This design comes from an exercise in tuning for small area and a short achievable clock period on the open sky130 flow, not from production work. In this exercise RTL edits were held to simulation tests only and were not proved equivalent to the original. No activity file was given, so power comes from the tool's default toggle rates.

## design.v

```verilog
module kp_digit #(
    parameter K = 0,
    parameter W = 4
    )(
    input wire [W-1:0] d,
    output reg [14-K:0] t
    );
integer v;
always @* begin
    t = 0;
    for (v = 0; v < (1 << W); v = v + 1)
        if (d == v)
            t = ~({(15-K){1'b1}} << (v % (16 - K)));
end
endmodule
module kp_swap (
    input wire a,
    input wire b,
    input wire c,
    input wire cn,
    output wire ya,
    output wire yb
    );
assign ya = ~((c | a) & (cn | b));
assign yb = ~((c | b) & (cn | a));
endmodule
module kp_ctl (
    input wire inv,
    input wire invn,
    input wire tf,
    input wire ti,
    output wire c,
    output wire cn
    );
assign cn = ~((inv | tf) & (invn | ti));
assign c = ~cn;
endmodule
module keyed_permutation #(
    parameter UNIT_WIDTH = 1
    )(
    input wire i_clk,
    input wire [16*UNIT_WIDTH-1:0] i_dat,
    input wire [16*INDEX_WIDTH-1:0] i_key,
    input wire i_inverse,
    output reg [16*UNIT_WIDTH-1:0] o_dat
    );
localparam INDEX_WIDTH = 4;
reg [48:0] key_r;
always @(posedge i_clk) key_r <= i_key[48:0];
wire [14:0] t0;
kp_digit #(.K(0), .W(4)) u_dig0 (.d(key_r[3:0]), .t(t0));
wire [13:0] t1;
kp_digit #(.K(1), .W(4)) u_dig1 (.d(key_r[7:4]), .t(t1));
wire [12:0] t2;
kp_digit #(.K(2), .W(4)) u_dig2 (.d(key_r[11:8]), .t(t2));
wire [11:0] t3;
kp_digit #(.K(3), .W(4)) u_dig3 (.d(key_r[15:12]), .t(t3));
wire [10:0] t4;
kp_digit #(.K(4), .W(4)) u_dig4 (.d(key_r[19:16]), .t(t4));
wire [9:0] t5;
kp_digit #(.K(5), .W(4)) u_dig5 (.d(key_r[23:20]), .t(t5));
wire [8:0] t6;
kp_digit #(.K(6), .W(4)) u_dig6 (.d(key_r[27:24]), .t(t6));
wire [7:0] t7;
kp_digit #(.K(7), .W(4)) u_dig7 (.d(key_r[31:28]), .t(t7));
wire [6:0] t8;
kp_digit #(.K(8), .W(3)) u_dig8 (.d(key_r[34:32]), .t(t8));
wire [5:0] t9;
kp_digit #(.K(9), .W(3)) u_dig9 (.d(key_r[37:35]), .t(t9));
wire [4:0] t10;
kp_digit #(.K(10), .W(3)) u_dig10 (.d(key_r[40:38]), .t(t10));
wire [3:0] t11;
kp_digit #(.K(11), .W(3)) u_dig11 (.d(key_r[43:41]), .t(t11));
wire [2:0] t12;
kp_digit #(.K(12), .W(2)) u_dig12 (.d(key_r[45:44]), .t(t12));
wire [1:0] t13;
kp_digit #(.K(13), .W(2)) u_dig13 (.d(key_r[47:46]), .t(t13));
wire [0:0] t14;
kp_digit #(.K(14), .W(1)) u_dig14 (.d(key_r[48:48]), .t(t14));
wire invn = ~i_inverse;
wire d0_14, d0_15;
wire c0_14, cn0_14;
kp_ctl u_c0_14 (.inv(i_inverse), .invn(invn), .tf(t0[14]), .ti(t14[0]), .c(c0_14), .cn(cn0_14));
kp_swap u_s0_14 (.a(i_dat[14]), .b((~(~i_dat[15]))), .c(c0_14), .cn(cn0_14), .ya(d0_14), .yb(d0_15));
wire d1_13, d1_14;
wire c1_13, cn1_13;
kp_ctl u_c1_13 (.inv(i_inverse), .invn(invn), .tf(t0[13]), .ti(t13[0]), .c(c1_13), .cn(cn1_13));
kp_swap u_s1_13 (.a((~i_dat[13])), .b(d0_14), .c(c1_13), .cn(cn1_13), .ya(d1_13), .yb(d1_14));
wire d2_12, d2_13;
wire c2_12, cn2_12;
kp_ctl u_c2_12 (.inv(i_inverse), .invn(invn), .tf(t0[12]), .ti(t12[0]), .c(c2_12), .cn(cn2_12));
kp_swap u_s2_12 (.a(i_dat[12]), .b(d1_13), .c(c2_12), .cn(cn2_12), .ya(d2_12), .yb(d2_13));
wire d2_14, d2_15;
wire c2_14, cn2_14;
kp_ctl u_c2_14 (.inv(i_inverse), .invn(invn), .tf(t1[13]), .ti(t13[1]), .c(c2_14), .cn(cn2_14));
kp_swap u_s2_14 (.a(d1_14), .b((~d0_15)), .c(c2_14), .cn(cn2_14), .ya(d2_14), .yb(d2_15));
wire d3_11, d3_12;
wire c3_11, cn3_11;
kp_ctl u_c3_11 (.inv(i_inverse), .invn(invn), .tf(t0[11]), .ti(t11[0]), .c(c3_11), .cn(cn3_11));
kp_swap u_s3_11 (.a((~i_dat[11])), .b(d2_12), .c(c3_11), .cn(cn3_11), .ya(d3_11), .yb(d3_12));
wire d3_13, d3_14;
wire c3_13, cn3_13;
kp_ctl u_c3_13 (.inv(i_inverse), .invn(invn), .tf(t1[12]), .ti(t12[1]), .c(c3_13), .cn(cn3_13));
kp_swap u_s3_13 (.a(d2_13), .b(d2_14), .c(c3_13), .cn(cn3_13), .ya(d3_13), .yb(d3_14));
wire d4_10, d4_11;
wire c4_10, cn4_10;
kp_ctl u_c4_10 (.inv(i_inverse), .invn(invn), .tf(t0[10]), .ti(t10[0]), .c(c4_10), .cn(cn4_10));
kp_swap u_s4_10 (.a(i_dat[10]), .b(d3_11), .c(c4_10), .cn(cn4_10), .ya(d4_10), .yb(d4_11));
wire d4_12, d4_13;
wire c4_12, cn4_12;
kp_ctl u_c4_12 (.inv(i_inverse), .invn(invn), .tf(t1[11]), .ti(t11[1]), .c(c4_12), .cn(cn4_12));
kp_swap u_s4_12 (.a(d3_12), .b(d3_13), .c(c4_12), .cn(cn4_12), .ya(d4_12), .yb(d4_13));
wire d4_14, d4_15;
wire c4_14, cn4_14;
kp_ctl u_c4_14 (.inv(i_inverse), .invn(invn), .tf(t2[12]), .ti(t12[2]), .c(c4_14), .cn(cn4_14));
kp_swap u_s4_14 (.a(d3_14), .b((~d2_15)), .c(c4_14), .cn(cn4_14), .ya(d4_14), .yb(d4_15));
wire d5_9, d5_10;
wire c5_9, cn5_9;
kp_ctl u_c5_9 (.inv(i_inverse), .invn(invn), .tf(t0[9]), .ti(t9[0]), .c(c5_9), .cn(cn5_9));
kp_swap u_s5_9 (.a((~i_dat[9])), .b(d4_10), .c(c5_9), .cn(cn5_9), .ya(d5_9), .yb(d5_10));
wire d5_11, d5_12;
wire c5_11, cn5_11;
kp_ctl u_c5_11 (.inv(i_inverse), .invn(invn), .tf(t1[10]), .ti(t10[1]), .c(c5_11), .cn(cn5_11));
kp_swap u_s5_11 (.a(d4_11), .b(d4_12), .c(c5_11), .cn(cn5_11), .ya(d5_11), .yb(d5_12));
wire d5_13, d5_14;
wire c5_13, cn5_13;
kp_ctl u_c5_13 (.inv(i_inverse), .invn(invn), .tf(t2[11]), .ti(t11[2]), .c(c5_13), .cn(cn5_13));
kp_swap u_s5_13 (.a(d4_13), .b(d4_14), .c(c5_13), .cn(cn5_13), .ya(d5_13), .yb(d5_14));
wire d6_8, d6_9;
wire c6_8, cn6_8;
kp_ctl u_c6_8 (.inv(i_inverse), .invn(invn), .tf(t0[8]), .ti(t8[0]), .c(c6_8), .cn(cn6_8));
kp_swap u_s6_8 (.a(i_dat[8]), .b(d5_9), .c(c6_8), .cn(cn6_8), .ya(d6_8), .yb(d6_9));
wire d6_10, d6_11;
wire c6_10, cn6_10;
kp_ctl u_c6_10 (.inv(i_inverse), .invn(invn), .tf(t1[9]), .ti(t9[1]), .c(c6_10), .cn(cn6_10));
kp_swap u_s6_10 (.a(d5_10), .b(d5_11), .c(c6_10), .cn(cn6_10), .ya(d6_10), .yb(d6_11));
wire d6_12, d6_13;
wire c6_12, cn6_12;
kp_ctl u_c6_12 (.inv(i_inverse), .invn(invn), .tf(t2[10]), .ti(t10[2]), .c(c6_12), .cn(cn6_12));
kp_swap u_s6_12 (.a(d5_12), .b(d5_13), .c(c6_12), .cn(cn6_12), .ya(d6_12), .yb(d6_13));
wire d6_14, d6_15;
wire c6_14, cn6_14;
kp_ctl u_c6_14 (.inv(i_inverse), .invn(invn), .tf(t3[11]), .ti(t11[3]), .c(c6_14), .cn(cn6_14));
kp_swap u_s6_14 (.a(d5_14), .b((~d4_15)), .c(c6_14), .cn(cn6_14), .ya(d6_14), .yb(d6_15));
wire d7_7, d7_8;
wire c7_7, cn7_7;
kp_ctl u_c7_7 (.inv(i_inverse), .invn(invn), .tf(t0[7]), .ti(t7[0]), .c(c7_7), .cn(cn7_7));
kp_swap u_s7_7 (.a((~i_dat[7])), .b(d6_8), .c(c7_7), .cn(cn7_7), .ya(d7_7), .yb(d7_8));
wire d7_9, d7_10;
wire c7_9, cn7_9;
kp_ctl u_c7_9 (.inv(i_inverse), .invn(invn), .tf(t1[8]), .ti(t8[1]), .c(c7_9), .cn(cn7_9));
kp_swap u_s7_9 (.a(d6_9), .b(d6_10), .c(c7_9), .cn(cn7_9), .ya(d7_9), .yb(d7_10));
wire d7_11, d7_12;
wire c7_11, cn7_11;
kp_ctl u_c7_11 (.inv(i_inverse), .invn(invn), .tf(t2[9]), .ti(t9[2]), .c(c7_11), .cn(cn7_11));
kp_swap u_s7_11 (.a(d6_11), .b(d6_12), .c(c7_11), .cn(cn7_11), .ya(d7_11), .yb(d7_12));
wire d7_13, d7_14;
wire c7_13, cn7_13;
kp_ctl u_c7_13 (.inv(i_inverse), .invn(invn), .tf(t3[10]), .ti(t10[3]), .c(c7_13), .cn(cn7_13));
kp_swap u_s7_13 (.a(d6_13), .b(d6_14), .c(c7_13), .cn(cn7_13), .ya(d7_13), .yb(d7_14));
wire d8_6, d8_7;
wire c8_6, cn8_6;
kp_ctl u_c8_6 (.inv(i_inverse), .invn(invn), .tf(t0[6]), .ti(t6[0]), .c(c8_6), .cn(cn8_6));
kp_swap u_s8_6 (.a(i_dat[6]), .b(d7_7), .c(c8_6), .cn(cn8_6), .ya(d8_6), .yb(d8_7));
wire d8_8, d8_9;
wire c8_8, cn8_8;
kp_ctl u_c8_8 (.inv(i_inverse), .invn(invn), .tf(t1[7]), .ti(t7[1]), .c(c8_8), .cn(cn8_8));
kp_swap u_s8_8 (.a(d7_8), .b(d7_9), .c(c8_8), .cn(cn8_8), .ya(d8_8), .yb(d8_9));
wire d8_10, d8_11;
wire c8_10, cn8_10;
kp_ctl u_c8_10 (.inv(i_inverse), .invn(invn), .tf(t2[8]), .ti(t8[2]), .c(c8_10), .cn(cn8_10));
kp_swap u_s8_10 (.a(d7_10), .b(d7_11), .c(c8_10), .cn(cn8_10), .ya(d8_10), .yb(d8_11));
wire d8_12, d8_13;
wire c8_12, cn8_12;
kp_ctl u_c8_12 (.inv(i_inverse), .invn(invn), .tf(t3[9]), .ti(t9[3]), .c(c8_12), .cn(cn8_12));
kp_swap u_s8_12 (.a(d7_12), .b(d7_13), .c(c8_12), .cn(cn8_12), .ya(d8_12), .yb(d8_13));
wire d8_14, d8_15;
wire c8_14, cn8_14;
kp_ctl u_c8_14 (.inv(i_inverse), .invn(invn), .tf(t4[10]), .ti(t10[4]), .c(c8_14), .cn(cn8_14));
kp_swap u_s8_14 (.a(d7_14), .b((~d6_15)), .c(c8_14), .cn(cn8_14), .ya(d8_14), .yb(d8_15));
wire d9_5, d9_6;
wire c9_5, cn9_5;
kp_ctl u_c9_5 (.inv(i_inverse), .invn(invn), .tf(t0[5]), .ti(t5[0]), .c(c9_5), .cn(cn9_5));
kp_swap u_s9_5 (.a((~i_dat[5])), .b(d8_6), .c(c9_5), .cn(cn9_5), .ya(d9_5), .yb(d9_6));
wire d9_7, d9_8;
wire c9_7, cn9_7;
kp_ctl u_c9_7 (.inv(i_inverse), .invn(invn), .tf(t1[6]), .ti(t6[1]), .c(c9_7), .cn(cn9_7));
kp_swap u_s9_7 (.a(d8_7), .b(d8_8), .c(c9_7), .cn(cn9_7), .ya(d9_7), .yb(d9_8));
wire d9_9, d9_10;
wire c9_9, cn9_9;
kp_ctl u_c9_9 (.inv(i_inverse), .invn(invn), .tf(t2[7]), .ti(t7[2]), .c(c9_9), .cn(cn9_9));
kp_swap u_s9_9 (.a(d8_9), .b(d8_10), .c(c9_9), .cn(cn9_9), .ya(d9_9), .yb(d9_10));
wire d9_11, d9_12;
wire c9_11, cn9_11;
kp_ctl u_c9_11 (.inv(i_inverse), .invn(invn), .tf(t3[8]), .ti(t8[3]), .c(c9_11), .cn(cn9_11));
kp_swap u_s9_11 (.a(d8_11), .b(d8_12), .c(c9_11), .cn(cn9_11), .ya(d9_11), .yb(d9_12));
wire d9_13, d9_14;
wire c9_13, cn9_13;
kp_ctl u_c9_13 (.inv(i_inverse), .invn(invn), .tf(t4[9]), .ti(t9[4]), .c(c9_13), .cn(cn9_13));
kp_swap u_s9_13 (.a(d8_13), .b(d8_14), .c(c9_13), .cn(cn9_13), .ya(d9_13), .yb(d9_14));
wire d10_4, d10_5;
wire c10_4, cn10_4;
kp_ctl u_c10_4 (.inv(i_inverse), .invn(invn), .tf(t0[4]), .ti(t4[0]), .c(c10_4), .cn(cn10_4));
kp_swap u_s10_4 (.a(i_dat[4]), .b(d9_5), .c(c10_4), .cn(cn10_4), .ya(d10_4), .yb(d10_5));
wire d10_6, d10_7;
wire c10_6, cn10_6;
kp_ctl u_c10_6 (.inv(i_inverse), .invn(invn), .tf(t1[5]), .ti(t5[1]), .c(c10_6), .cn(cn10_6));
kp_swap u_s10_6 (.a(d9_6), .b(d9_7), .c(c10_6), .cn(cn10_6), .ya(d10_6), .yb(d10_7));
wire d10_8, d10_9;
wire c10_8, cn10_8;
kp_ctl u_c10_8 (.inv(i_inverse), .invn(invn), .tf(t2[6]), .ti(t6[2]), .c(c10_8), .cn(cn10_8));
kp_swap u_s10_8 (.a(d9_8), .b(d9_9), .c(c10_8), .cn(cn10_8), .ya(d10_8), .yb(d10_9));
wire d10_10, d10_11;
wire c10_10, cn10_10;
kp_ctl u_c10_10 (.inv(i_inverse), .invn(invn), .tf(t3[7]), .ti(t7[3]), .c(c10_10), .cn(cn10_10));
kp_swap u_s10_10 (.a(d9_10), .b(d9_11), .c(c10_10), .cn(cn10_10), .ya(d10_10), .yb(d10_11));
wire d10_12, d10_13;
wire c10_12, cn10_12;
kp_ctl u_c10_12 (.inv(i_inverse), .invn(invn), .tf(t4[8]), .ti(t8[4]), .c(c10_12), .cn(cn10_12));
kp_swap u_s10_12 (.a(d9_12), .b(d9_13), .c(c10_12), .cn(cn10_12), .ya(d10_12), .yb(d10_13));
wire d10_14, d10_15;
wire c10_14, cn10_14;
kp_ctl u_c10_14 (.inv(i_inverse), .invn(invn), .tf(t5[9]), .ti(t9[5]), .c(c10_14), .cn(cn10_14));
kp_swap u_s10_14 (.a(d9_14), .b((~d8_15)), .c(c10_14), .cn(cn10_14), .ya(d10_14), .yb(d10_15));
wire d11_3, d11_4;
wire c11_3, cn11_3;
kp_ctl u_c11_3 (.inv(i_inverse), .invn(invn), .tf(t0[3]), .ti(t3[0]), .c(c11_3), .cn(cn11_3));
kp_swap u_s11_3 (.a((~i_dat[3])), .b(d10_4), .c(c11_3), .cn(cn11_3), .ya(d11_3), .yb(d11_4));
wire d11_5, d11_6;
wire c11_5, cn11_5;
kp_ctl u_c11_5 (.inv(i_inverse), .invn(invn), .tf(t1[4]), .ti(t4[1]), .c(c11_5), .cn(cn11_5));
kp_swap u_s11_5 (.a(d10_5), .b(d10_6), .c(c11_5), .cn(cn11_5), .ya(d11_5), .yb(d11_6));
wire d11_7, d11_8;
wire c11_7, cn11_7;
kp_ctl u_c11_7 (.inv(i_inverse), .invn(invn), .tf(t2[5]), .ti(t5[2]), .c(c11_7), .cn(cn11_7));
kp_swap u_s11_7 (.a(d10_7), .b(d10_8), .c(c11_7), .cn(cn11_7), .ya(d11_7), .yb(d11_8));
wire d11_9, d11_10;
wire c11_9, cn11_9;
kp_ctl u_c11_9 (.inv(i_inverse), .invn(invn), .tf(t3[6]), .ti(t6[3]), .c(c11_9), .cn(cn11_9));
kp_swap u_s11_9 (.a(d10_9), .b(d10_10), .c(c11_9), .cn(cn11_9), .ya(d11_9), .yb(d11_10));
wire d11_11, d11_12;
wire c11_11, cn11_11;
kp_ctl u_c11_11 (.inv(i_inverse), .invn(invn), .tf(t4[7]), .ti(t7[4]), .c(c11_11), .cn(cn11_11));
kp_swap u_s11_11 (.a(d10_11), .b(d10_12), .c(c11_11), .cn(cn11_11), .ya(d11_11), .yb(d11_12));
wire d11_13, d11_14;
wire c11_13, cn11_13;
kp_ctl u_c11_13 (.inv(i_inverse), .invn(invn), .tf(t5[8]), .ti(t8[5]), .c(c11_13), .cn(cn11_13));
kp_swap u_s11_13 (.a(d10_13), .b(d10_14), .c(c11_13), .cn(cn11_13), .ya(d11_13), .yb(d11_14));
wire d12_2, d12_3;
wire c12_2, cn12_2;
kp_ctl u_c12_2 (.inv(i_inverse), .invn(invn), .tf(t0[2]), .ti(t2[0]), .c(c12_2), .cn(cn12_2));
kp_swap u_s12_2 (.a(i_dat[2]), .b(d11_3), .c(c12_2), .cn(cn12_2), .ya(d12_2), .yb(d12_3));
wire d12_4, d12_5;
wire c12_4, cn12_4;
kp_ctl u_c12_4 (.inv(i_inverse), .invn(invn), .tf(t1[3]), .ti(t3[1]), .c(c12_4), .cn(cn12_4));
kp_swap u_s12_4 (.a(d11_4), .b(d11_5), .c(c12_4), .cn(cn12_4), .ya(d12_4), .yb(d12_5));
wire d12_6, d12_7;
wire c12_6, cn12_6;
kp_ctl u_c12_6 (.inv(i_inverse), .invn(invn), .tf(t2[4]), .ti(t4[2]), .c(c12_6), .cn(cn12_6));
kp_swap u_s12_6 (.a(d11_6), .b(d11_7), .c(c12_6), .cn(cn12_6), .ya(d12_6), .yb(d12_7));
wire d12_8, d12_9;
wire c12_8, cn12_8;
kp_ctl u_c12_8 (.inv(i_inverse), .invn(invn), .tf(t3[5]), .ti(t5[3]), .c(c12_8), .cn(cn12_8));
kp_swap u_s12_8 (.a(d11_8), .b(d11_9), .c(c12_8), .cn(cn12_8), .ya(d12_8), .yb(d12_9));
wire d12_10, d12_11;
wire c12_10, cn12_10;
kp_ctl u_c12_10 (.inv(i_inverse), .invn(invn), .tf(t4[6]), .ti(t6[4]), .c(c12_10), .cn(cn12_10));
kp_swap u_s12_10 (.a(d11_10), .b(d11_11), .c(c12_10), .cn(cn12_10), .ya(d12_10), .yb(d12_11));
wire d12_12, d12_13;
wire c12_12, cn12_12;
kp_ctl u_c12_12 (.inv(i_inverse), .invn(invn), .tf(t5[7]), .ti(t7[5]), .c(c12_12), .cn(cn12_12));
kp_swap u_s12_12 (.a(d11_12), .b(d11_13), .c(c12_12), .cn(cn12_12), .ya(d12_12), .yb(d12_13));
wire d12_14, d12_15;
wire c12_14, cn12_14;
kp_ctl u_c12_14 (.inv(i_inverse), .invn(invn), .tf(t6[8]), .ti(t8[6]), .c(c12_14), .cn(cn12_14));
kp_swap u_s12_14 (.a(d11_14), .b((~d10_15)), .c(c12_14), .cn(cn12_14), .ya(d12_14), .yb(d12_15));
wire d13_1, d13_2;
wire c13_1, cn13_1;
kp_ctl u_c13_1 (.inv(i_inverse), .invn(invn), .tf(t0[1]), .ti(t1[0]), .c(c13_1), .cn(cn13_1));
kp_swap u_s13_1 (.a((~i_dat[1])), .b(d12_2), .c(c13_1), .cn(cn13_1), .ya(d13_1), .yb(d13_2));
wire d13_3, d13_4;
wire c13_3, cn13_3;
kp_ctl u_c13_3 (.inv(i_inverse), .invn(invn), .tf(t1[2]), .ti(t2[1]), .c(c13_3), .cn(cn13_3));
kp_swap u_s13_3 (.a(d12_3), .b(d12_4), .c(c13_3), .cn(cn13_3), .ya(d13_3), .yb(d13_4));
wire d13_5, d13_6;
wire c13_5, cn13_5;
kp_ctl u_c13_5 (.inv(i_inverse), .invn(invn), .tf(t2[3]), .ti(t3[2]), .c(c13_5), .cn(cn13_5));
kp_swap u_s13_5 (.a(d12_5), .b(d12_6), .c(c13_5), .cn(cn13_5), .ya(d13_5), .yb(d13_6));
wire d13_7, d13_8;
wire c13_7, cn13_7;
kp_ctl u_c13_7 (.inv(i_inverse), .invn(invn), .tf(t3[4]), .ti(t4[3]), .c(c13_7), .cn(cn13_7));
kp_swap u_s13_7 (.a(d12_7), .b(d12_8), .c(c13_7), .cn(cn13_7), .ya(d13_7), .yb(d13_8));
wire d13_9, d13_10;
wire c13_9, cn13_9;
kp_ctl u_c13_9 (.inv(i_inverse), .invn(invn), .tf(t4[5]), .ti(t5[4]), .c(c13_9), .cn(cn13_9));
kp_swap u_s13_9 (.a(d12_9), .b(d12_10), .c(c13_9), .cn(cn13_9), .ya(d13_9), .yb(d13_10));
wire d13_11, d13_12;
wire c13_11, cn13_11;
kp_ctl u_c13_11 (.inv(i_inverse), .invn(invn), .tf(t5[6]), .ti(t6[5]), .c(c13_11), .cn(cn13_11));
kp_swap u_s13_11 (.a(d12_11), .b(d12_12), .c(c13_11), .cn(cn13_11), .ya(d13_11), .yb(d13_12));
wire d13_13, d13_14;
wire c13_13, cn13_13;
kp_ctl u_c13_13 (.inv(i_inverse), .invn(invn), .tf(t6[7]), .ti(t7[6]), .c(c13_13), .cn(cn13_13));
kp_swap u_s13_13 (.a(d12_13), .b(d12_14), .c(c13_13), .cn(cn13_13), .ya(d13_13), .yb(d13_14));
wire d14_0, d14_1;
kp_swap u_s14_0 (.a(i_dat[0]), .b(d13_1), .c(t0[0]), .cn((~t0[0])), .ya(d14_0), .yb(d14_1));
wire d14_2, d14_3;
kp_swap u_s14_2 (.a(d13_2), .b(d13_3), .c(t1[1]), .cn((~t1[1])), .ya(d14_2), .yb(d14_3));
wire d14_4, d14_5;
kp_swap u_s14_4 (.a(d13_4), .b(d13_5), .c(t2[2]), .cn((~t2[2])), .ya(d14_4), .yb(d14_5));
wire d14_6, d14_7;
kp_swap u_s14_6 (.a(d13_6), .b(d13_7), .c(t3[3]), .cn((~t3[3])), .ya(d14_6), .yb(d14_7));
wire d14_8, d14_9;
kp_swap u_s14_8 (.a(d13_8), .b(d13_9), .c(t4[4]), .cn((~t4[4])), .ya(d14_8), .yb(d14_9));
wire d14_10, d14_11;
kp_swap u_s14_10 (.a(d13_10), .b(d13_11), .c(t5[5]), .cn((~t5[5])), .ya(d14_10), .yb(d14_11));
wire d14_12, d14_13;
kp_swap u_s14_12 (.a(d13_12), .b(d13_13), .c(t6[6]), .cn((~t6[6])), .ya(d14_12), .yb(d14_13));
wire d14_14, d14_15;
kp_swap u_s14_14 (.a(d13_14), .b((~d12_15)), .c(t7[7]), .cn((~t7[7])), .ya(d14_14), .yb(d14_15));
wire d15_1, d15_2;
wire c15_1, cn15_1;
kp_ctl u_c15_1 (.inv(i_inverse), .invn(invn), .tf(t1[0]), .ti(t0[1]), .c(c15_1), .cn(cn15_1));
kp_swap u_s15_1 (.a(d14_1), .b(d14_2), .c(c15_1), .cn(cn15_1), .ya(d15_1), .yb(d15_2));
wire d15_3, d15_4;
wire c15_3, cn15_3;
kp_ctl u_c15_3 (.inv(i_inverse), .invn(invn), .tf(t2[1]), .ti(t1[2]), .c(c15_3), .cn(cn15_3));
kp_swap u_s15_3 (.a(d14_3), .b(d14_4), .c(c15_3), .cn(cn15_3), .ya(d15_3), .yb(d15_4));
wire d15_5, d15_6;
wire c15_5, cn15_5;
kp_ctl u_c15_5 (.inv(i_inverse), .invn(invn), .tf(t3[2]), .ti(t2[3]), .c(c15_5), .cn(cn15_5));
kp_swap u_s15_5 (.a(d14_5), .b(d14_6), .c(c15_5), .cn(cn15_5), .ya(d15_5), .yb(d15_6));
wire d15_7, d15_8;
wire c15_7, cn15_7;
kp_ctl u_c15_7 (.inv(i_inverse), .invn(invn), .tf(t4[3]), .ti(t3[4]), .c(c15_7), .cn(cn15_7));
kp_swap u_s15_7 (.a(d14_7), .b(d14_8), .c(c15_7), .cn(cn15_7), .ya(d15_7), .yb(d15_8));
wire d15_9, d15_10;
wire c15_9, cn15_9;
kp_ctl u_c15_9 (.inv(i_inverse), .invn(invn), .tf(t5[4]), .ti(t4[5]), .c(c15_9), .cn(cn15_9));
kp_swap u_s15_9 (.a(d14_9), .b(d14_10), .c(c15_9), .cn(cn15_9), .ya(d15_9), .yb(d15_10));
wire d15_11, d15_12;
wire c15_11, cn15_11;
kp_ctl u_c15_11 (.inv(i_inverse), .invn(invn), .tf(t6[5]), .ti(t5[6]), .c(c15_11), .cn(cn15_11));
kp_swap u_s15_11 (.a(d14_11), .b(d14_12), .c(c15_11), .cn(cn15_11), .ya(d15_11), .yb(d15_12));
wire d15_13, d15_14;
wire c15_13, cn15_13;
kp_ctl u_c15_13 (.inv(i_inverse), .invn(invn), .tf(t7[6]), .ti(t6[7]), .c(c15_13), .cn(cn15_13));
kp_swap u_s15_13 (.a(d14_13), .b(d14_14), .c(c15_13), .cn(cn15_13), .ya(d15_13), .yb(d15_14));
wire d16_2, d16_3;
wire c16_2, cn16_2;
kp_ctl u_c16_2 (.inv(i_inverse), .invn(invn), .tf(t2[0]), .ti(t0[2]), .c(c16_2), .cn(cn16_2));
kp_swap u_s16_2 (.a(d15_2), .b(d15_3), .c(c16_2), .cn(cn16_2), .ya(d16_2), .yb(d16_3));
wire d16_4, d16_5;
wire c16_4, cn16_4;
kp_ctl u_c16_4 (.inv(i_inverse), .invn(invn), .tf(t3[1]), .ti(t1[3]), .c(c16_4), .cn(cn16_4));
kp_swap u_s16_4 (.a(d15_4), .b(d15_5), .c(c16_4), .cn(cn16_4), .ya(d16_4), .yb(d16_5));
wire d16_6, d16_7;
wire c16_6, cn16_6;
kp_ctl u_c16_6 (.inv(i_inverse), .invn(invn), .tf(t4[2]), .ti(t2[4]), .c(c16_6), .cn(cn16_6));
kp_swap u_s16_6 (.a(d15_6), .b(d15_7), .c(c16_6), .cn(cn16_6), .ya(d16_6), .yb(d16_7));
wire d16_8, d16_9;
wire c16_8, cn16_8;
kp_ctl u_c16_8 (.inv(i_inverse), .invn(invn), .tf(t5[3]), .ti(t3[5]), .c(c16_8), .cn(cn16_8));
kp_swap u_s16_8 (.a(d15_8), .b(d15_9), .c(c16_8), .cn(cn16_8), .ya(d16_8), .yb(d16_9));
wire d16_10, d16_11;
wire c16_10, cn16_10;
kp_ctl u_c16_10 (.inv(i_inverse), .invn(invn), .tf(t6[4]), .ti(t4[6]), .c(c16_10), .cn(cn16_10));
kp_swap u_s16_10 (.a(d15_10), .b(d15_11), .c(c16_10), .cn(cn16_10), .ya(d16_10), .yb(d16_11));
wire d16_12, d16_13;
wire c16_12, cn16_12;
kp_ctl u_c16_12 (.inv(i_inverse), .invn(invn), .tf(t7[5]), .ti(t5[7]), .c(c16_12), .cn(cn16_12));
kp_swap u_s16_12 (.a(d15_12), .b(d15_13), .c(c16_12), .cn(cn16_12), .ya(d16_12), .yb(d16_13));
wire d16_14, d16_15;
wire c16_14, cn16_14;
kp_ctl u_c16_14 (.inv(i_inverse), .invn(invn), .tf(t8[6]), .ti(t6[8]), .c(c16_14), .cn(cn16_14));
kp_swap u_s16_14 (.a(d15_14), .b((~d14_15)), .c(c16_14), .cn(cn16_14), .ya(d16_14), .yb(d16_15));
wire d17_3, d17_4;
wire c17_3, cn17_3;
kp_ctl u_c17_3 (.inv(i_inverse), .invn(invn), .tf(t3[0]), .ti(t0[3]), .c(c17_3), .cn(cn17_3));
kp_swap u_s17_3 (.a(d16_3), .b(d16_4), .c(c17_3), .cn(cn17_3), .ya(d17_3), .yb(d17_4));
wire d17_5, d17_6;
wire c17_5, cn17_5;
kp_ctl u_c17_5 (.inv(i_inverse), .invn(invn), .tf(t4[1]), .ti(t1[4]), .c(c17_5), .cn(cn17_5));
kp_swap u_s17_5 (.a(d16_5), .b(d16_6), .c(c17_5), .cn(cn17_5), .ya(d17_5), .yb(d17_6));
wire d17_7, d17_8;
wire c17_7, cn17_7;
kp_ctl u_c17_7 (.inv(i_inverse), .invn(invn), .tf(t5[2]), .ti(t2[5]), .c(c17_7), .cn(cn17_7));
kp_swap u_s17_7 (.a(d16_7), .b(d16_8), .c(c17_7), .cn(cn17_7), .ya(d17_7), .yb(d17_8));
wire d17_9, d17_10;
wire c17_9, cn17_9;
kp_ctl u_c17_9 (.inv(i_inverse), .invn(invn), .tf(t6[3]), .ti(t3[6]), .c(c17_9), .cn(cn17_9));
kp_swap u_s17_9 (.a(d16_9), .b(d16_10), .c(c17_9), .cn(cn17_9), .ya(d17_9), .yb(d17_10));
wire d17_11, d17_12;
wire c17_11, cn17_11;
kp_ctl u_c17_11 (.inv(i_inverse), .invn(invn), .tf(t7[4]), .ti(t4[7]), .c(c17_11), .cn(cn17_11));
kp_swap u_s17_11 (.a(d16_11), .b(d16_12), .c(c17_11), .cn(cn17_11), .ya(d17_11), .yb(d17_12));
wire d17_13, d17_14;
wire c17_13, cn17_13;
kp_ctl u_c17_13 (.inv(i_inverse), .invn(invn), .tf(t8[5]), .ti(t5[8]), .c(c17_13), .cn(cn17_13));
kp_swap u_s17_13 (.a(d16_13), .b(d16_14), .c(c17_13), .cn(cn17_13), .ya(d17_13), .yb(d17_14));
wire d18_4, d18_5;
wire c18_4, cn18_4;
kp_ctl u_c18_4 (.inv(i_inverse), .invn(invn), .tf(t4[0]), .ti(t0[4]), .c(c18_4), .cn(cn18_4));
kp_swap u_s18_4 (.a(d17_4), .b(d17_5), .c(c18_4), .cn(cn18_4), .ya(d18_4), .yb(d18_5));
wire d18_6, d18_7;
wire c18_6, cn18_6;
kp_ctl u_c18_6 (.inv(i_inverse), .invn(invn), .tf(t5[1]), .ti(t1[5]), .c(c18_6), .cn(cn18_6));
kp_swap u_s18_6 (.a(d17_6), .b(d17_7), .c(c18_6), .cn(cn18_6), .ya(d18_6), .yb(d18_7));
wire d18_8, d18_9;
wire c18_8, cn18_8;
kp_ctl u_c18_8 (.inv(i_inverse), .invn(invn), .tf(t6[2]), .ti(t2[6]), .c(c18_8), .cn(cn18_8));
kp_swap u_s18_8 (.a(d17_8), .b(d17_9), .c(c18_8), .cn(cn18_8), .ya(d18_8), .yb(d18_9));
wire d18_10, d18_11;
wire c18_10, cn18_10;
kp_ctl u_c18_10 (.inv(i_inverse), .invn(invn), .tf(t7[3]), .ti(t3[7]), .c(c18_10), .cn(cn18_10));
kp_swap u_s18_10 (.a(d17_10), .b(d17_11), .c(c18_10), .cn(cn18_10), .ya(d18_10), .yb(d18_11));
wire d18_12, d18_13;
wire c18_12, cn18_12;
kp_ctl u_c18_12 (.inv(i_inverse), .invn(invn), .tf(t8[4]), .ti(t4[8]), .c(c18_12), .cn(cn18_12));
kp_swap u_s18_12 (.a(d17_12), .b(d17_13), .c(c18_12), .cn(cn18_12), .ya(d18_12), .yb(d18_13));
wire d18_14, d18_15;
wire c18_14, cn18_14;
kp_ctl u_c18_14 (.inv(i_inverse), .invn(invn), .tf(t9[5]), .ti(t5[9]), .c(c18_14), .cn(cn18_14));
kp_swap u_s18_14 (.a(d17_14), .b((~d16_15)), .c(c18_14), .cn(cn18_14), .ya(d18_14), .yb(d18_15));
wire d19_5, d19_6;
wire c19_5, cn19_5;
kp_ctl u_c19_5 (.inv(i_inverse), .invn(invn), .tf(t5[0]), .ti(t0[5]), .c(c19_5), .cn(cn19_5));
kp_swap u_s19_5 (.a(d18_5), .b(d18_6), .c(c19_5), .cn(cn19_5), .ya(d19_5), .yb(d19_6));
wire d19_7, d19_8;
wire c19_7, cn19_7;
kp_ctl u_c19_7 (.inv(i_inverse), .invn(invn), .tf(t6[1]), .ti(t1[6]), .c(c19_7), .cn(cn19_7));
kp_swap u_s19_7 (.a(d18_7), .b(d18_8), .c(c19_7), .cn(cn19_7), .ya(d19_7), .yb(d19_8));
wire d19_9, d19_10;
wire c19_9, cn19_9;
kp_ctl u_c19_9 (.inv(i_inverse), .invn(invn), .tf(t7[2]), .ti(t2[7]), .c(c19_9), .cn(cn19_9));
kp_swap u_s19_9 (.a(d18_9), .b(d18_10), .c(c19_9), .cn(cn19_9), .ya(d19_9), .yb(d19_10));
wire d19_11, d19_12;
wire c19_11, cn19_11;
kp_ctl u_c19_11 (.inv(i_inverse), .invn(invn), .tf(t8[3]), .ti(t3[8]), .c(c19_11), .cn(cn19_11));
kp_swap u_s19_11 (.a(d18_11), .b(d18_12), .c(c19_11), .cn(cn19_11), .ya(d19_11), .yb(d19_12));
wire d19_13, d19_14;
wire c19_13, cn19_13;
kp_ctl u_c19_13 (.inv(i_inverse), .invn(invn), .tf(t9[4]), .ti(t4[9]), .c(c19_13), .cn(cn19_13));
kp_swap u_s19_13 (.a(d18_13), .b(d18_14), .c(c19_13), .cn(cn19_13), .ya(d19_13), .yb(d19_14));
wire d20_6, d20_7;
wire c20_6, cn20_6;
kp_ctl u_c20_6 (.inv(i_inverse), .invn(invn), .tf(t6[0]), .ti(t0[6]), .c(c20_6), .cn(cn20_6));
kp_swap u_s20_6 (.a(d19_6), .b(d19_7), .c(c20_6), .cn(cn20_6), .ya(d20_6), .yb(d20_7));
wire d20_8, d20_9;
wire c20_8, cn20_8;
kp_ctl u_c20_8 (.inv(i_inverse), .invn(invn), .tf(t7[1]), .ti(t1[7]), .c(c20_8), .cn(cn20_8));
kp_swap u_s20_8 (.a(d19_8), .b(d19_9), .c(c20_8), .cn(cn20_8), .ya(d20_8), .yb(d20_9));
wire d20_10, d20_11;
wire c20_10, cn20_10;
kp_ctl u_c20_10 (.inv(i_inverse), .invn(invn), .tf(t8[2]), .ti(t2[8]), .c(c20_10), .cn(cn20_10));
kp_swap u_s20_10 (.a(d19_10), .b(d19_11), .c(c20_10), .cn(cn20_10), .ya(d20_10), .yb(d20_11));
wire d20_12, d20_13;
wire c20_12, cn20_12;
kp_ctl u_c20_12 (.inv(i_inverse), .invn(invn), .tf(t9[3]), .ti(t3[9]), .c(c20_12), .cn(cn20_12));
kp_swap u_s20_12 (.a(d19_12), .b(d19_13), .c(c20_12), .cn(cn20_12), .ya(d20_12), .yb(d20_13));
wire d20_14, d20_15;
wire c20_14, cn20_14;
kp_ctl u_c20_14 (.inv(i_inverse), .invn(invn), .tf(t10[4]), .ti(t4[10]), .c(c20_14), .cn(cn20_14));
kp_swap u_s20_14 (.a(d19_14), .b((~d18_15)), .c(c20_14), .cn(cn20_14), .ya(d20_14), .yb(d20_15));
wire d21_7, d21_8;
wire c21_7, cn21_7;
kp_ctl u_c21_7 (.inv(i_inverse), .invn(invn), .tf(t7[0]), .ti(t0[7]), .c(c21_7), .cn(cn21_7));
kp_swap u_s21_7 (.a(d20_7), .b(d20_8), .c(c21_7), .cn(cn21_7), .ya(d21_7), .yb(d21_8));
wire d21_9, d21_10;
wire c21_9, cn21_9;
kp_ctl u_c21_9 (.inv(i_inverse), .invn(invn), .tf(t8[1]), .ti(t1[8]), .c(c21_9), .cn(cn21_9));
kp_swap u_s21_9 (.a(d20_9), .b(d20_10), .c(c21_9), .cn(cn21_9), .ya(d21_9), .yb(d21_10));
wire d21_11, d21_12;
wire c21_11, cn21_11;
kp_ctl u_c21_11 (.inv(i_inverse), .invn(invn), .tf(t9[2]), .ti(t2[9]), .c(c21_11), .cn(cn21_11));
kp_swap u_s21_11 (.a(d20_11), .b(d20_12), .c(c21_11), .cn(cn21_11), .ya(d21_11), .yb(d21_12));
wire d21_13, d21_14;
wire c21_13, cn21_13;
kp_ctl u_c21_13 (.inv(i_inverse), .invn(invn), .tf(t10[3]), .ti(t3[10]), .c(c21_13), .cn(cn21_13));
kp_swap u_s21_13 (.a(d20_13), .b(d20_14), .c(c21_13), .cn(cn21_13), .ya(d21_13), .yb(d21_14));
wire d22_8, d22_9;
wire c22_8, cn22_8;
kp_ctl u_c22_8 (.inv(i_inverse), .invn(invn), .tf(t8[0]), .ti(t0[8]), .c(c22_8), .cn(cn22_8));
kp_swap u_s22_8 (.a(d21_8), .b(d21_9), .c(c22_8), .cn(cn22_8), .ya(d22_8), .yb(d22_9));
wire d22_10, d22_11;
wire c22_10, cn22_10;
kp_ctl u_c22_10 (.inv(i_inverse), .invn(invn), .tf(t9[1]), .ti(t1[9]), .c(c22_10), .cn(cn22_10));
kp_swap u_s22_10 (.a(d21_10), .b(d21_11), .c(c22_10), .cn(cn22_10), .ya(d22_10), .yb(d22_11));
wire d22_12, d22_13;
wire c22_12, cn22_12;
kp_ctl u_c22_12 (.inv(i_inverse), .invn(invn), .tf(t10[2]), .ti(t2[10]), .c(c22_12), .cn(cn22_12));
kp_swap u_s22_12 (.a(d21_12), .b(d21_13), .c(c22_12), .cn(cn22_12), .ya(d22_12), .yb(d22_13));
wire d22_14, d22_15;
wire c22_14, cn22_14;
kp_ctl u_c22_14 (.inv(i_inverse), .invn(invn), .tf(t11[3]), .ti(t3[11]), .c(c22_14), .cn(cn22_14));
kp_swap u_s22_14 (.a(d21_14), .b((~d20_15)), .c(c22_14), .cn(cn22_14), .ya(d22_14), .yb(d22_15));
wire d23_9, d23_10;
wire c23_9, cn23_9;
kp_ctl u_c23_9 (.inv(i_inverse), .invn(invn), .tf(t9[0]), .ti(t0[9]), .c(c23_9), .cn(cn23_9));
kp_swap u_s23_9 (.a(d22_9), .b(d22_10), .c(c23_9), .cn(cn23_9), .ya(d23_9), .yb(d23_10));
wire d23_11, d23_12;
wire c23_11, cn23_11;
kp_ctl u_c23_11 (.inv(i_inverse), .invn(invn), .tf(t10[1]), .ti(t1[10]), .c(c23_11), .cn(cn23_11));
kp_swap u_s23_11 (.a(d22_11), .b(d22_12), .c(c23_11), .cn(cn23_11), .ya(d23_11), .yb(d23_12));
wire d23_13, d23_14;
wire c23_13, cn23_13;
kp_ctl u_c23_13 (.inv(i_inverse), .invn(invn), .tf(t11[2]), .ti(t2[11]), .c(c23_13), .cn(cn23_13));
kp_swap u_s23_13 (.a(d22_13), .b(d22_14), .c(c23_13), .cn(cn23_13), .ya(d23_13), .yb(d23_14));
wire d24_10, d24_11;
wire c24_10, cn24_10;
kp_ctl u_c24_10 (.inv(i_inverse), .invn(invn), .tf(t10[0]), .ti(t0[10]), .c(c24_10), .cn(cn24_10));
kp_swap u_s24_10 (.a(d23_10), .b(d23_11), .c(c24_10), .cn(cn24_10), .ya(d24_10), .yb(d24_11));
wire d24_12, d24_13;
wire c24_12, cn24_12;
kp_ctl u_c24_12 (.inv(i_inverse), .invn(invn), .tf(t11[1]), .ti(t1[11]), .c(c24_12), .cn(cn24_12));
kp_swap u_s24_12 (.a(d23_12), .b(d23_13), .c(c24_12), .cn(cn24_12), .ya(d24_12), .yb(d24_13));
wire d24_14, d24_15;
wire c24_14, cn24_14;
kp_ctl u_c24_14 (.inv(i_inverse), .invn(invn), .tf(t12[2]), .ti(t2[12]), .c(c24_14), .cn(cn24_14));
kp_swap u_s24_14 (.a(d23_14), .b((~d22_15)), .c(c24_14), .cn(cn24_14), .ya(d24_14), .yb(d24_15));
wire d25_11, d25_12;
wire c25_11, cn25_11;
kp_ctl u_c25_11 (.inv(i_inverse), .invn(invn), .tf(t11[0]), .ti(t0[11]), .c(c25_11), .cn(cn25_11));
kp_swap u_s25_11 (.a(d24_11), .b(d24_12), .c(c25_11), .cn(cn25_11), .ya(d25_11), .yb(d25_12));
wire d25_13, d25_14;
wire c25_13, cn25_13;
kp_ctl u_c25_13 (.inv(i_inverse), .invn(invn), .tf(t12[1]), .ti(t1[12]), .c(c25_13), .cn(cn25_13));
kp_swap u_s25_13 (.a(d24_13), .b(d24_14), .c(c25_13), .cn(cn25_13), .ya(d25_13), .yb(d25_14));
wire d26_12, d26_13;
wire c26_12, cn26_12;
kp_ctl u_c26_12 (.inv(i_inverse), .invn(invn), .tf(t12[0]), .ti(t0[12]), .c(c26_12), .cn(cn26_12));
kp_swap u_s26_12 (.a(d25_12), .b(d25_13), .c(c26_12), .cn(cn26_12), .ya(d26_12), .yb(d26_13));
wire d26_14, d26_15;
wire c26_14, cn26_14;
kp_ctl u_c26_14 (.inv(i_inverse), .invn(invn), .tf(t13[1]), .ti(t1[13]), .c(c26_14), .cn(cn26_14));
kp_swap u_s26_14 (.a(d25_14), .b((~d24_15)), .c(c26_14), .cn(cn26_14), .ya(d26_14), .yb(d26_15));
wire d27_13, d27_14;
wire c27_13, cn27_13;
kp_ctl u_c27_13 (.inv(i_inverse), .invn(invn), .tf(t13[0]), .ti(t0[13]), .c(c27_13), .cn(cn27_13));
kp_swap u_s27_13 (.a(d26_13), .b(d26_14), .c(c27_13), .cn(cn27_13), .ya(d27_13), .yb(d27_14));
wire d28_14, d28_15;
wire c28_14, cn28_14;
kp_ctl u_c28_14 (.inv(i_inverse), .invn(invn), .tf(t14[0]), .ti(t0[14]), .c(c28_14), .cn(cn28_14));
kp_swap u_s28_14 (.a(d27_14), .b((~d26_15)), .c(c28_14), .cn(cn28_14), .ya(d28_14), .yb(d28_15));
wire [15:0] res = {~d28_15, ~d28_14, d27_13, ~d26_12, d25_11, ~d24_10, d23_9, ~d22_8, d21_7, ~d20_6, d19_5, ~d18_4, d17_3, ~d16_2, d15_1, ~d14_0};
always @(posedge i_clk)
    o_dat <= res;
endmodule
```

## flow/run.sh

```bash
#!/bin/bash
# Layout flow: the standard ORFS flow, with these changes:
#  - synthesis maps with an area-oriented ABC script (flow/abc_map.script)
#  - ports are buffered with the smallest buffer (sky130_fd_sc_hd__buf_1)
#  - the clock tree is built from clkbuf_8 cells, without dummy loads
# Each tool's output goes to a log file of its own in this folder.
set -euo pipefail
W=$PWD
F=$W/flow
# synthesis script: the standard flow's, with every abc call using our ABC script
{
  echo 'proc abc {args} {'
  echo '  set i [lsearch -exact $args -script]'
  echo "  if {\$i >= 0} { lset args [expr {\$i + 1}] $F/abc_map.script }"
  echo '  yosys abc {*}$args'
  echo '}'
  cat $W/synth_recipe.tcl
} > $W/flow_synth.tcl
# the make command of standard.sh, with our synthesis script
MK=$(grep -m1 '^make ' $W/standard.sh | sed "s|SYNTH_SCRIPT=[^ ]*|SYNTH_SCRIPT=$W/flow_synth.tcl|; s|\"\${@:-finish}\"||")
export BUFFER_PORTS_ARGS="-buffer_cell sky130_fd_sc_hd__buf_1"
export CTS_ARGS="-sink_clustering_enable -repair_clock_nets -dont_use_dummy_load -buf_list sky130_fd_sc_hd__clkbuf_8 -sink_clustering_size 12 -sink_clustering_max_diameter 50"
eval "$MK finish" > $W/flow_make.log 2>&1
R=$(echo "$MK" | sed -E 's|.*WORK_HOME=([^ ]*).*|\1|')/results/$FLOW_PLATFORM/keyed_permutation/base
: # left out here: write the final layout as DEF
```

## flow/abc_map.script

```
strash
dch
amap -m
topo
```

## standard.sh

```bash
#!/bin/bash
# synth_recipe.tcl (not shown) runs the flow's synth.tcl, then flattens the netlist and writes it again
# the make line also repeats each setting of config.mk as NAME=value (left out here)
make -C /OpenROAD-flow-scripts/flow DESIGN_CONFIG=/design/flow/config.mk WORK_HOME=/design/flow/orfs CLKGATE_MAP_FILE= SYNTH_SCRIPT=/design/flow/synth_recipe.tcl "${@:-finish}"
```

## config.mk

```make
export PLATFORM = sky130hd
export DESIGN_NAME = keyed_permutation
export DESIGN_NICKNAME = keyed_permutation
export VERILOG_FILES = /design/flow/design.v
export SDC_FILE = /design/flow/constraint.sdc
export NUM_CORES = 4
export LEC_CHECK = 0
export ABC_AREA = 1
export CAP_MARGIN = 20
export CORE_MARGIN = 2
export CORE_UTILIZATION = 65
export SLEW_MARGIN = 20
export SYNTH_HIERARCHICAL = 1
export SYNTH_MINIMUM_KEEP_SIZE = 0
```

## constraint.sdc

```tcl
create_clock -name core_clock -period 300.0 [get_ports {i_clk}]
set_input_delay 60.0000 -clock core_clock [delete_from_list [all_inputs] [get_ports {i_clk}]]
set_output_delay 60.0000 -clock core_clock [all_outputs]
set_load 0.01 [all_outputs]
```

==> run notes <==
==> per-module statistics from Yosys, one instance, submodules excluded, a selection <==
| module | cell area [sq um] | times used |
|---|---|---|
| kp_ctl | 10.0 | 112 |
| keyed_permutation | 1450 | 1 |
| kp_swap | 12.5 | 120 |
==> layer usage <==
layer,GRT usage [%],vias up,share of wire [%]
met4,16.8,0,4.1
met3,6.02,60,10
met5,0,-,0
met2,60.7,374,46
li1,-,3203,-
met1,44.4,2901,40
==> cells in the final DEF (no fill, tap or decap), drive strengths merged, types with 2 or more instances in the layout <==
| master | count |
|---|---|
| nor2 | 49 |
| buf | 83 |
| dfxtp | 65 |
| nand3 | 7 |
| a21oi | 12 |
| o21ai | 23 |
| o221ai | 2 |
| nor3 | 6 |
| o21a | 5 |
| or2 | 5 |
| a31o | 3 |
| o22ai | 352 |
| nand2 | 29 |
| a31oi | 2 |
| clkinv | 193 |
| nor2b | 3 |
| a22oi | 2 |
| clkbuf | 10 |
| o31ai | 6 |
==> how the worst min path moves through the flow <==
stage                           end  cells after the start
after global placement    o_dat[14]                      4
after detailed placement  o_dat[14]                      4
after CTS                 o_dat[14]                      4
after floorplan            o_dat[0]                      4
final                     o_dat[14]                      4
after global routing      o_dat[14]                      4
==> through the flow <==
| stage | setup WS (ns) | instance area (sq um) | hold slack [ns] |
|---|---|---|---|
| 2_1_floorplan | 232.70 | 5090 | 0.618 |
| 3_3_place_gp | 232.72 | 5520 | 0.638 |
| 3_5_place_dp | 232.53 | 5520 | 0.650 |
| 4_1_cts | 232.84 | 5650 | 0.667 |
| 5_1_grt | 232.01 | 5650 | 0.720 |
| 6_report | 232.50 | 5650 | 0.674 |
==> area by class of cell <==
| type | count | area, sq um | share of cell area [%] |
|---|---|---|---|
| inverter | 194 | 728 | 12.9 |
| clock buffer | 9 | 124 | 2.19 |
| multi-input combinational | 518 | 3040 | 53.8 |
| timing repair buffer | 84 | 327 | 5.78 |
| sequential | 65 | 1300 | 23.0 |
| tap | 102 | 128 | 2.26 |
==> report_power, final <==
group,leakage (nW),total [mW],internal [mW],switching (mW)
combinational,1.17,0.0140,0.00521,0.00881
clock,0.0647,0.00570,0.00267,0.00303
sequential,0.548,0.0100,0.00957,0.000463
total,1.78,0.0298,0.0174,0.0123
==> state kept, by name, indices dropped and copies added, names as in the netlist <==
register	cells
o_dat	16
key_r	49
==> critical path, delay by kind of cell <==
| kind | cells | cell delay [ns] |
|---|---|---|
| buffers and inverters | 5 | 1.71 |
| AOI/OAI and AO/OA | 29 | 5.96 |
==> logic make-up after synthesis <==
logic type,count (synthesis)
compound gates,415
buf+inv,198
simple gates,102
flops,65
fa+ha+maj,1
==> impl_metrics.env <==
export IMPL_post_cts_buffers=0
export IMPL_yosys_top_cells_area="o22ai_1 (43%), dfxtp_1 (26%), clkinv_1 (14%)"
export IMPL_cap_violations=0
export IMPL_wire_per_inst_microns=16.0
export IMPL_track_usage_pct=35.9
export IMPL_fp_dieW_microns=92.5
export IMPL_num_fill_cells=654
export IMPL_timing_rr_end="o_dat[15]"
export IMPL_grt_antenna_before_repair=0
export IMPL_yosys_area_top_type="o22ai_1"
export IMPL_drv_slew=0
export IMPL_cp_slowest_cell="buf_4"
export IMPL_synth_top_area_share_pct=43.3
export IMPL_seq_area_frac_synth_pct=25.6
export IMPL_synth_flop_cell="dfxtp_1"
export IMPL_dp_cells=963
export IMPL_ys_top_cells_by_count="o22ai_1 (352), clkinv_1 (194), dfxtp_1 (65)"
export IMPL_wl_microns=15600
export IMPL_rows=32
export IMPL_dp_hpwl_microns=12200
export IMPL_worstReg2RegStart="key_r[3]"
export IMPL_portBuffers=82
export IMPL_drc=0
export IMPL_grt_pass1_wl_microns=24300
export IMPL_rsz0062_at_grt="false"
export IMPL_hold_class="reg -> reg"
export IMPL_post_route_util_pct=73.8
export IMPL_status="timing/DRC/antenna clean"
export IMPL_clk_latency_ns=0.36
export IMPL_synth_cell_type_count=31
export IMPL_synthMuxAreaShare_pct=0
export IMPL_irDropWorstVdd_v=0.00000332
export IMPL_postCtsHoldBufs=0
export IMPL_setup_viol=0
export IMPL_gp_congestion=0.979
export IMPL_drive_gt1_share_pct=1.49
export IMPL_required_ns=300.23
export IMPL_synth_top_family_by_area="compound AO/OA/AOI/OAI gates"
export IMPL_overflow=0
export IMPL_start_kind="input port"
export IMPL_slowest_delay_ns=0.69
export IMPL_worst_pin_slew_ns=0.730
export IMPL_initial_utilization_pct=66.5
export IMPL_fmax_ghz=0.0148
export IMPL_p_total_mw=0.0298
export IMPL_post_cts_resized=0
export IMPL_synth_simple_area_share_pct=8.41
export IMPL_hold_violations=0
export IMPL_antenna_cells=0
export IMPL_synthesis_area_per_instance_sq_um=6.51
export IMPL_yosys_area_share_xor_xnor_pct=0
export IMPL_layout_nets=955
export IMPL_worst_setup_path_end_kind="flip-flop"
export IMPL_ios=98
export IMPL_finalCritPeriodShare_pct=22.5
export IMPL_synthCells=781
export IMPL_cp_max_fo=72
export IMPL_path_clk_slew_ns=0.06
export IMPL_dieHeight_microns=92.5
export IMPL_cpMostUsedCell="o22ai_1"
export IMPL_cts_tree="built"
export IMPL_grt_pass1_vias=5437
export IMPL_synth_nets=864
export IMPL_path_class="in -> reg"
export IMPL_rrSetupSlack_ns=292.40
export IMPL_startpoint="i_inverse"
export IMPL_synth_area_sq_mm=0.00509
export IMPL_dieArea_sq_mm=0.00855
export IMPL_yosysWarnings=22
export IMPL_maxSlewHeadroom_pct=51.4
export IMPL_synth_seq_cells=65
export IMPL_synth_compound_area_share_pct=51.1
export IMPL_drt_iter0_markers=563
export IMPL_grt_max_degree=77
export IMPL_syn2layout_area_growth_pct=11.0
export IMPL_cts_sinks=65
export IMPL_dr_pass1_iters=6
export IMPL_cp_arrival_ns=67.72
export IMPL_reg2regPathDepth=35
export IMPL_yosysMostFrequentCell="o22ai_1"
export IMPL_h_tree_depth=3
export IMPL_p_per_area_mw_per_mm2=5.27
export IMPL_synthAdderAreaFrac_pct=0.246
export IMPL_clockBufferDepth=2
export IMPL_synth_edf_count=0
export IMPL_skew_ns=0.0296
export IMPL_ys_async_sr_fraction_pct=0
export IMPL_crit_path_end="o_dat[15]"
export IMPL_hp_start="key_r[48]"
export IMPL_stdcell_count=972
export IMPL_numCtsBuffers=9
export IMPL_cts_root_buf="clkbuf_8"
export IMPL_fin_setup_tns_ns=0
export IMPL_core_sq_mm=0.00765
export IMPL_period_minus_slack_ns=67.50
export IMPL_antenna_left=0
export IMPL_viasPerCell=6.73
export IMPL_p_leak_nw=1.78
export IMPL_via_count=6538

separate check: timing with driven ports:
In the flow no input, the clock included, has a driving cell. The finished layout below was timed again as built, in two steps. Step 1: set_driving_cell puts a clkbuf_16 on i_clk and a buf_2 on each other input, an assumption about the parent block. Step 2 also shifts input and output timing later by t, the mid clock arrival at the registers, as if the neighbouring blocks saw the same clock. Three values: ideal ports, drivers, drivers and shift; two values: the first two.
shift t [ns]: 0.377
setup slack, ns: 232.504 / 232.520 / 232.143
worst slew at a driven data input, ns: 0.04
After both steps setup and hold are still met in this run. The setup slack of this run moves by +0.016 ns with the drivers and by -0.361 ns with both steps.
